What follows belongs to an exercise in optimizing a design on an open flow for small area; a production flow would make more cautious choices.
RTL that was checked went through simulation tests only; none was proved equivalent to the original.
Power is estimated from default activity; no workload was simulated.

// ReactionTimer
module ReactionTimer(
    input clk,
    input rst,
    input ck_rst,
    input [3:0] btn,
    output ck_io0,
    output ck_io1,
    output ck_io2,
    output ck_io3,
    output ck_io4,
    output ck_io5,
    output ck_io6,
    output ck_io7,
    output ck_io8,
    output ck_io9,
    output ck_io10,
    output ck_io11,
    output [3:0] leds
  );
  localparam [2:0] S_A = 3'b000, S_B = 3'b001, S_C0 = 3'b010, S_C1 = 3'b011,
                   S_D0 = 3'b100, S_D1 = 3'b101, S_E0 = 3'b111, S_E1 = 3'b110;
  reg [2:0] st;
  reg [6:0] P;
  reg [2:0] Q;
  reg [6:0] BK;
  reg [15:0] R;
  reg L;
  wire tick = (P[4:0] == 5'b10110);
  wire scan = tick & ~Q[2] & ~Q[0];
  wire blink = scan & (BK[4:0] == 5'b10110);
  wire waiting = ~st[2] & ~st[1];
  wire in_c0 = (st == S_C0);
  wire in_c1 = (st == S_C1);
  wire bcd = st[2];
  wire in_e = st[2] & st[1];
  wire in_e1 = (st == S_E1);
  wire ledon = st[2] & (st[1] | st[0]);
  always @(posedge clk)
  begin
    if (rst)
    begin
      P <= 7'd22;
      Q <= 3'b000;
      BK <= 7'd18;
    end
    else
    begin
      P <= tick ? 7'd36 : {P[5:0], P[6] ^ P[0]};
      if (tick)
        Q <= {Q[1:0], ~Q[2] & ~Q[1]};
      if (scan)
      begin
        BK[6:2] <= (BK[4:0] == 5'b10110) ? 5'b01001 : BK[5:1];
        if (waiting)
          BK[1:0] <= (BK[4:0] == 5'b10110) ? 2'b00 : {BK[0], BK[6] ^ BK[0]};
        else
          BK[1:0] <= {BK[0] & in_e1, ~BK[1] & in_e1};
      end
    end
  end
  wire fbit = R[0] ^ R[13] ^ R[12] ^ R[2];
  wire done = (&R[12:0]) & (R[15] | ~R[14]);
  wire in_d = st[2] & ~st[1];
  wire cin = waiting | (tick & (in_d | (in_c1 & R[15])));
  wire [3:0] d0 = R[3:0], d1 = R[7:4], d2 = R[11:8], d3 = R[15:12];
  wire at8191 = d3[3] & (d2 == 4'd1) & d1[3] & d1[0] & (d0 == 4'd1);
  wire [3:0] gc;
  wire [15:0] sum;
  assign gc[0] = cin;
  genvar k;
  generate
  ...
For scale: roughly 260 cells after synthesis, ~37 flip-flops, ~23 I/O pins.
export LEC_CHECK = 0
export CAP_MARGIN = 20
export CORE_MARGIN = 2
export CORE_UTILIZATION = 40
export SLEW_MARGIN = 20
create_clock -name core_clock -period 20.0 [get_ports {clk}]
standard.sh (not shown) runs the stock make flow with config.mk's settings and CLKGATE_MAP_FILE= SYNTH_SCRIPT=/design/flow/synth_recipe.tcl, a recipe that flattens the netlist after the stock synthesis.
==> flow/flow/run.sh <==
#!/bin/bash
# Layout flow: the standard ORFS flow with these changes.
#  - Synthesis is the standard flow's (same passes, same registers) except that ABC
#    maps the combinational logic with an area-oriented script (area.abc).
#  - Port buffers are sky130_fd_sc_hd__buf_1 cells.
#  - Clock tree: clkbuf_8 buffers, no dummy loads.
# Each tool's output goes to its own log file in this folder.
set -euo pipefail
W=$PWD
# ORFS synth.tcl with ABC's script argument replaced by flow/area.abc
sed "/log_cmd abc {\*}\$abc_args/i set abc_args [lreplace \$abc_args 1 1 $W/flow/area.abc]" \
  "$FLOW_HOME/scripts/synth.tcl" > "$W/synth_area.tcl"
grep -q "flow/area.abc" "$W/synth_area.tcl"
# The standard flow's synthesis script, sourcing the modified synth.tcl
sed "s#^source \$::env(SCRIPTS_DIR)/synth.tcl#source $W/synth_area.tcl#" synth_recipe.tcl > "$W/synth_top.tcl"
grep -q "synth_area.tcl" "$W/synth_top.tcl"
# The standard flow's layout script, using that synthesis script
sed "s#SYNTH_SCRIPT=[^ ]*#SYNTH_SCRIPT=$W/synth_top.tcl#" standard.sh > "$W/layout.sh"
grep -q "synth_top.tcl" "$W/layout.sh"
export BUFFER_PORTS_ARGS="-buffer_cell sky130_fd_sc_hd__buf_1"
export CTS_ARGS="-sink_clustering_enable -repair_clock_nets -buf_list sky130_fd_sc_hd__clkbuf_8 -dont_use_dummy_load"
bash "$W/layout.sh" > "$W/layout.log" 2>&1
==> flow/flow/area.abc <==
strash
&get -n
&st
&deepsyn -J 100
&put
dch -f
amap
topo
The baseline passed the timing, design-rule and antenna checks.
Rerun with:
--- a/flow/flow/run.sh
+++ b/flow/flow/run.sh
@@ -4,5 +4,5 @@
 #    maps the combinational logic with an area-oriented script (area.abc).
 #  - Port buffers are sky130_fd_sc_hd__buf_1 cells.
-#  - Clock tree: clkbuf_8 buffers, no dummy loads.
+#  - Clock tree: clkbuf_4 buffers, no dummy loads.
 # Each tool's output goes to its own log file in this folder.
 set -euo pipefail
@@ -19,4 +19,4 @@
 grep -q "synth_top.tcl" "$W/layout.sh"
 export BUFFER_PORTS_ARGS="-buffer_cell sky130_fd_sc_hd__buf_1"
-export CTS_ARGS="-sink_clustering_enable -repair_clock_nets -buf_list sky130_fd_sc_hd__clkbuf_8 -dont_use_dummy_load"
+export CTS_ARGS="-sink_clustering_enable -repair_clock_nets -buf_list sky130_fd_sc_hd__clkbuf_4 -dont_use_dummy_load"
 bash "$W/layout.sh" > "$W/layout.log" 2>&1
=> The changed run completed without violations; power drops by 7.4%; cell area drops by 1.6%; via count rose by 2.4%; count of clock-buffer cells in the layout is unchanged; non-clock buffer count is unchanged; combinational power stays flat.

========
Setup of old:
Another version of the RTL of ReactionTimer (not shown whole).
For scale: about 23 I/O pins, about 0.0017 mm^2 of cells after synthesis.
// ReactionTimer
module ReactionTimer(
    input clk,
    input rst,
    input ck_rst,
    input [3:0] btn,
    output ck_io0,
    output ck_io1,
    output ck_io2,
    output ck_io3,
    output ck_io4,
    output ck_io5,
    output ck_io6,
    output ck_io7,
    output ck_io8,
    output ck_io9,
    output ck_io10,
    output ck_io11,
    output [3:0] leds
  );
  localparam [2:0] S_A = 3'b000, S_B = 3'b001, S_C0 = 3'b010, S_C1 = 3'b011,
                   S_D0 = 3'b100, S_D1 = 3'b101, S_E0 = 3'b111, S_E1 = 3'b110;
  reg [2:0] st;
  reg [6:0] P;
  reg [2:0] Q;
  reg [2:0] BK;
  reg [1:0] BT;
  reg [13:0] R;
  reg L;
  wire tick = (P[4:0] == 5'b10110);
  wire scan = tick & ~Q[2] & ~Q[0];
  wire bk_end = BT[1] & BT[0] & BK[2] & ~BK[0];
  wire blink = scan & bk_end & (R[3:0] == 4'd0);
  wire waiting = ~st[2] & ~st[1];
  wire in_c0 = (st == S_C0);
  wire in_c1 = (st == S_C1);
  wire bcd = st[2];
  wire in_e = st[2] & st[1];
  wire in_e1 = (st == S_E1);
  wire ledon = st[2] & (st[1] | st[0]);
  always @(posedge clk)
  begin
    if (rst)
    begin
      P <= 7'd22;
      Q <= 3'b000;
      BK[2:0] <= 3'b010;
    end
    else
    begin
  ...
==> flow/config.mk <==
export PLATFORM = sky130hd
export DESIGN_NAME = ReactionTimer
export DESIGN_NICKNAME = ReactionTimer
export VERILOG_FILES = /design/flow/design.v
export SDC_FILE = /design/flow/constraint.sdc
export NUM_CORES = 4
export LEC_CHECK = 0
export CAP_MARGIN = 20
export CORE_MARGIN = 2
export CORE_UTILIZATION = 60
export SLEW_MARGIN = 20
==> flow/constraint.sdc <==
create_clock -name core_clock -period 20.0 [get_ports {clk}]
set_input_delay 4.0000 -clock core_clock [delete_from_list [all_inputs] [get_ports {clk}]]
set_output_delay 4.0000 -clock core_clock [all_outputs]
set_load 0.01 [all_outputs]
==> flow/flow/run.sh <==
#!/bin/bash
# Layout flow: the standard ORFS flow with these changes.
#  - Synthesis is the standard flow's (same passes, same registers) except that ABC
#    maps the combinational logic with an area-oriented script (area.abc).
#  - Port buffers are sky130_fd_sc_hd__buf_1 cells.
#  - Clock tree: clkbuf_4 buffers, no dummy loads.
# Each tool's output goes to its own log file in this folder.
set -euo pipefail
W=$PWD
# ORFS synth.tcl with ABC's script argument replaced by flow/area.abc
sed "/log_cmd abc {\*}\$abc_args/i set abc_args [lreplace \$abc_args 1 1 $W/flow/area.abc]" \
  "$FLOW_HOME/scripts/synth.tcl" > "$W/synth_area.tcl"
grep -q "flow/area.abc" "$W/synth_area.tcl"
# The standard flow's synthesis script, sourcing the modified synth.tcl
sed "s#^source \$::env(SCRIPTS_DIR)/synth.tcl#source $W/synth_area.tcl#" synth_recipe.tcl > "$W/synth_top.tcl"
grep -q "synth_area.tcl" "$W/synth_top.tcl"
# The standard flow's layout script, using that synthesis script
sed "s#SYNTH_SCRIPT=[^ ]*#SYNTH_SCRIPT=$W/synth_top.tcl#" standard.sh > "$W/layout.sh"
grep -q "synth_top.tcl" "$W/layout.sh"
export BUFFER_PORTS_ARGS="-buffer_cell sky130_fd_sc_hd__buf_1"
export CTS_ARGS="-sink_clustering_enable -repair_clock_nets -buf_list sky130_fd_sc_hd__clkbuf_4 -dont_use_dummy_load"
bash "$W/layout.sh" > "$W/layout.log" 2>&1
Scripts as last shown in full above: flow/flow/area.abc
old has completed all stages; timing, DRC and antenna checks passed.
The inputs of new differ from those of old as listed below.
diff --git a/flow/config.mk b/flow/config.mk
--- a/flow/config.mk
+++ b/flow/config.mk
@@ -9,3 +9,3 @@
 export CORE_MARGIN = 2
-export CORE_UTILIZATION = 60
+export CORE_UTILIZATION = 40
 export SLEW_MARGIN = 20
==> comparison <==
Overall die height: lower on old. [compare] base=old new=new: worst slew margin relative to its limit went up 1.5 points, latest clock arrival within the worst-skew pair has remained practically unchanged. new -> old: largest fanout on the critical path delta 0, exact match. Diff new..old | number of primary I/O pins | unchanged. In the tables for old and new, clock skew reads higher with new. Diff old -> new: switching power total stayed essentially flat, time the final worst path needs with I/O delays and setup rose by 0.0083 ns, sequential power stayed essentially flat. Looking at the reports, new completed the entire flow and the layout it produced met the timing, design-rule and antenna checks.

========
Setup of before:
Another version of the RTL of ReactionTimer (not shown whole).
Size: roughly 260 cells after synthesis, about 23 I/O pins, about 0.0020 mm^2 of cells after synthesis.
==> flow/config.mk <==
export PLATFORM = sky130hd
export DESIGN_NAME = ReactionTimer
export DESIGN_NICKNAME = ReactionTimer
export VERILOG_FILES = /design/flow/design.v
export SDC_FILE = /design/flow/constraint.sdc
export NUM_CORES = 4
export LEC_CHECK = 0
export CAP_MARGIN = 20
export CORE_MARGIN = 2
export CORE_UTILIZATION = 40
export CTS_BUF_LIST = sky130_fd_sc_hd__clkbuf_4
export CTS_CLUSTER_DIAMETER = 50
export CTS_CLUSTER_SIZE = 10
export SLEW_MARGIN = 20
==> flow/constraint.sdc <==
create_clock -name core_clock -period 20.0 [get_ports {clk}]
set_input_delay 4.0000 -clock core_clock [delete_from_list [all_inputs] [get_ports {clk}]]
set_output_delay 4.0000 -clock core_clock [all_outputs]
set_load 0.01 [all_outputs]
==> flow/flow/run.sh <==
#!/bin/bash
# Layout flow: the standard ORFS flow with two changes.
#  - Synthesis is the standard flow's (same passes, same registers) except that ABC
#    maps the combinational logic with an area-oriented script (area.abc).
#  - Port buffers are sky130_fd_sc_hd__buf_1 cells.
# Each tool's output goes to its own log file in this folder.
set -euo pipefail
W=$PWD
# ORFS synth.tcl with ABC's script argument replaced by flow/area.abc
sed "/log_cmd abc {\*}\$abc_args/i set abc_args [lreplace \$abc_args 1 1 $W/flow/area.abc]" \
  "$FLOW_HOME/scripts/synth.tcl" > "$W/synth_area.tcl"
grep -q "flow/area.abc" "$W/synth_area.tcl"
# The standard flow's synthesis script, sourcing the modified synth.tcl
sed "s#^source \$::env(SCRIPTS_DIR)/synth.tcl#source $W/synth_area.tcl#" synth_recipe.tcl > "$W/synth_top.tcl"
grep -q "synth_area.tcl" "$W/synth_top.tcl"
# The standard flow's layout script, using that synthesis script
sed "s#SYNTH_SCRIPT=[^ ]*#SYNTH_SCRIPT=$W/synth_top.tcl#" standard.sh > "$W/layout.sh"
grep -q "synth_top.tcl" "$W/layout.sh"
export BUFFER_PORTS_ARGS="-buffer_cell sky130_fd_sc_hd__buf_1"
bash "$W/layout.sh" > "$W/layout.log" 2>&1
==> flow/flow/area.abc <==
strash
&get -n
&st
&deepsyn -T 10
&put
dch -f
amap
topo
What after does differently from before at the input level:
Settings: removing CTS_CLUSTER_DIAMETER (formerly 50); removing CTS_CLUSTER_SIZE (formerly 10).
Summary of after over before: number of non-clock inverters in the layout now sits at about the same level, count of non-filler cells in the finished layout now sits at about the same level, share of the core filled with cells now sits at about the same level.

========
== the reference run ==
Another version of the RTL of ReactionTimer (not shown whole).
Size: about 1800 um2 of cells after synthesis.
==> flow/config.mk <==
export PLATFORM = sky130hd
export DESIGN_NAME = ReactionTimer
export DESIGN_NICKNAME = ReactionTimer
export VERILOG_FILES = /design/flow/design.v
export SDC_FILE = /design/flow/constraint.sdc
export NUM_CORES = 4
export LEC_CHECK = 0
export CAP_MARGIN = 20
export CORE_MARGIN = 2
export CORE_UTILIZATION = 40
export SLEW_MARGIN = 20
==> flow/constraint.sdc <==
create_clock -name core_clock -period 20.0 [get_ports {clk}]
set_input_delay 4.0000 -clock core_clock [delete_from_list [all_inputs] [get_ports {clk}]]
set_output_delay 4.0000 -clock core_clock [all_outputs]
set_load 0.01 [all_outputs]
==> flow/flow/run.sh <==
#!/bin/bash
# Layout flow: the standard ORFS flow with these changes.
#  - Synthesis is the standard flow's (same passes, same registers) except that ABC
#    maps the combinational logic with an area-oriented script (area.abc).
#  - Port buffers are sky130_fd_sc_hd__buf_1 cells.
#  - Clock tree: clkbuf_4 buffers, no dummy loads.
# Each tool's output goes to its own log file in this folder.
set -euo pipefail
W=$PWD
# ORFS synth.tcl with ABC's script argument replaced by flow/area.abc
sed "/log_cmd abc {\*}\$abc_args/i set abc_args [lreplace \$abc_args 1 1 $W/flow/area.abc]" \
  "$FLOW_HOME/scripts/synth.tcl" > "$W/synth_area.tcl"
grep -q "flow/area.abc" "$W/synth_area.tcl"
# The standard flow's synthesis script, sourcing the modified synth.tcl
sed "s#^source \$::env(SCRIPTS_DIR)/synth.tcl#source $W/synth_area.tcl#" synth_recipe.tcl > "$W/synth_top.tcl"
grep -q "synth_area.tcl" "$W/synth_top.tcl"
# The standard flow's layout script, using that synthesis script
sed "s#SYNTH_SCRIPT=[^ ]*#SYNTH_SCRIPT=$W/synth_top.tcl#" standard.sh > "$W/layout.sh"
grep -q "synth_top.tcl" "$W/layout.sh"
export BUFFER_PORTS_ARGS="-buffer_cell sky130_fd_sc_hd__buf_1"
export CTS_ARGS="-sink_clustering_enable -repair_clock_nets -buf_list {sky130_fd_sc_hd__clkbuf_2 sky130_fd_sc_hd__clkbuf_4} -dont_use_dummy_load"
bash "$W/layout.sh" > "$W/layout.log" 2>&1
==> flow/flow/area.abc <==
strash
&get -n
&st
&deepsyn -J 100
&put
dch -f
amap
topo
> inputs changed (the reference run -> the trial run)
diff --git a/flow/flow/run.sh b/flow/flow/run.sh
--- a/flow/flow/run.sh
+++ b/flow/flow/run.sh
@@ -20,3 +20,3 @@
 export BUFFER_PORTS_ARGS="-buffer_cell sky130_fd_sc_hd__buf_1"
-export CTS_ARGS="-sink_clustering_enable -repair_clock_nets -buf_list {sky130_fd_sc_hd__clkbuf_2 sky130_fd_sc_hd__clkbuf_4} -dont_use_dummy_load"
+export CTS_ARGS="-sink_clustering_enable -repair_clock_nets -buf_list sky130_fd_sc_hd__clkbuf_4 -dont_use_dummy_load"
 bash "$W/layout.sh" > "$W/layout.log" 2>&1
## What came out
Diff the reference run -> the trial run: design area ~0 delta; summed negative setup slack over all endpoints ~0 delta; weighted congestion reported at the end of routability-driven placement ~0 delta; power ~0 delta.
Between the trial run and the reference run, the share of total power in combinational logic does not differ in any meaningful way.
| number of cells in the design after placement | the trial run vs the reference run | ≈ equal |
The reference run -> the trial run: H-tree level count delta 0, exact match
Portion of the clock cycle consumed by the worst path in the final layout: the reference run vs the trial run identical

========
Setup of the baseline:
ReactionTimer, a different RTL version from the one above (not shown whole).
For scale: ~23 I/O pins, about 1900 um2 of cells after synthesis.
export LEC_CHECK = 0
export CAP_MARGIN = 20
export CORE_MARGIN = 2
export CORE_UTILIZATION = 40
export CTS_BUF_LIST = sky130_fd_sc_hd__clkbuf_4
export SLEW_MARGIN = 20
create_clock -name core_clock -period 20.0 [get_ports {clk}]
==> flow/flow/run.sh <==
#!/bin/bash
# Layout flow: the standard ORFS flow with two changes.
#  - Synthesis is the standard flow's (same passes, same registers) except that ABC
#    maps the combinational logic with an area-oriented script (area.abc).
#  - Port buffers are sky130_fd_sc_hd__buf_1 cells.
# Each tool's output goes to its own log file in this folder.
set -euo pipefail
W=$PWD
# ORFS synth.tcl with ABC's script argument replaced by flow/area.abc
sed "/log_cmd abc {\*}\$abc_args/i set abc_args [lreplace \$abc_args 1 1 $W/flow/area.abc]" \
  "$FLOW_HOME/scripts/synth.tcl" > "$W/synth_area.tcl"
grep -q "flow/area.abc" "$W/synth_area.tcl"
# The standard flow's synthesis script, sourcing the modified synth.tcl
sed "s#^source \$::env(SCRIPTS_DIR)/synth.tcl#source $W/synth_area.tcl#" synth_recipe.tcl > "$W/synth_top.tcl"
grep -q "synth_area.tcl" "$W/synth_top.tcl"
# The standard flow's layout script, using that synthesis script
sed "s#SYNTH_SCRIPT=[^ ]*#SYNTH_SCRIPT=$W/synth_top.tcl#" standard.sh > "$W/layout.sh"
grep -q "synth_top.tcl" "$W/layout.sh"
export BUFFER_PORTS_ARGS="-buffer_cell sky130_fd_sc_hd__buf_1"
export CTS_ARGS="-buf_list sky130_fd_sc_hd__clkbuf_16 -root_buf sky130_fd_sc_hd__clkbuf_16 -sink_clustering_enable -sink_clustering_size 50 -sink_clustering_max_diameter 500 -repair_clock_nets"
bash "$W/layout.sh" > "$W/layout.log" 2>&1
==> flow/flow/area.abc <==
strash
&get -n
&st
&deepsyn -T 10
&put
dch -f
amap
topo
Inputs modified between the baseline and the candidate:
--- a/flow/flow/run.sh
+++ b/flow/flow/run.sh
@@ -20 +20 @@
-export CTS_ARGS="-buf_list sky130_fd_sc_hd__clkbuf_16 -root_buf sky130_fd_sc_hd__clkbuf_16 -sink_clustering_enable -sink_clustering_size 50 -sink_clustering_max_diameter 500 -repair_clock_nets"
+export CTS_ARGS="-buf_list sky130_fd_sc_hd__clkbuf_8 -root_buf sky130_fd_sc_hd__clkbuf_8 -sink_clustering_enable -sink_clustering_size 50 -sink_clustering_max_diameter 500 -repair_clock_nets"
--- outcome ---
Clock transition at the registers of the reported paths ended up 0.02 ns higher on the candidate than on the baseline.
Proportion of cell area occupied by multi-input gates (lower): the baseline
Vias: the candidate more than the baseline
Against the baseline, the final cell area of the candidate is lower.
Core utilization sits lower in the candidate than in the baseline.
Function was not checked in any run of this note: the RTL went through the layout flow alone.

## port drivers added, routing unchanged
How much do the figures lean on ideal ports? The routed layouts below were timed once more, with nothing changed but the port constraints. Step 1, drivers: a clkbuf_16 drives clk and a buf_2 each remaining input, both assumed. Step 2, shift: input delay + t, output delay - t, t = (earliest + latest rising clock arrival at the registers) / 2. This alone moves slack from input paths to output paths. Three values: no drivers, after step 1, after step 2; two values: the first two.
run | t (ns) | setup slack, ns | latest minus earliest clock arrival (ns)
the first run of note 1 | 0.312 | 13.593 / 13.563 / 13.876 | 0.016 / 0.017
the second run of note 1 | 0.353 | 13.526 / 13.502 / 13.855 | 0.028 / 0.027
old | 0.352 | 12.951 / 12.929 / 13.281 | 0.021 / 0.021
new | 0.344 | 12.943 / 12.919 / 13.262 | 0.027 / 0.027
before | 0.353 | 12.950 / 12.927 / 13.281 | 0.013 / 0.013
after | 0.353 | 12.950 / 12.927 / 13.281 | 0.013 / 0.013
the reference run | 0.355 | 13.273 / 13.249 / 13.604 | 0.028 / 0.027
the trial run | 0.355 | 13.273 / 13.249 / 13.604 | 0.028 / 0.027
the baseline | 0.304 | 13.244 / 13.214 / 13.518 | 0.005 / 0.004
the candidate | 0.311 | 13.219 / 13.193 / 13.505 | 0.006 / 0.005
After both steps setup and hold are still met in every run listed.
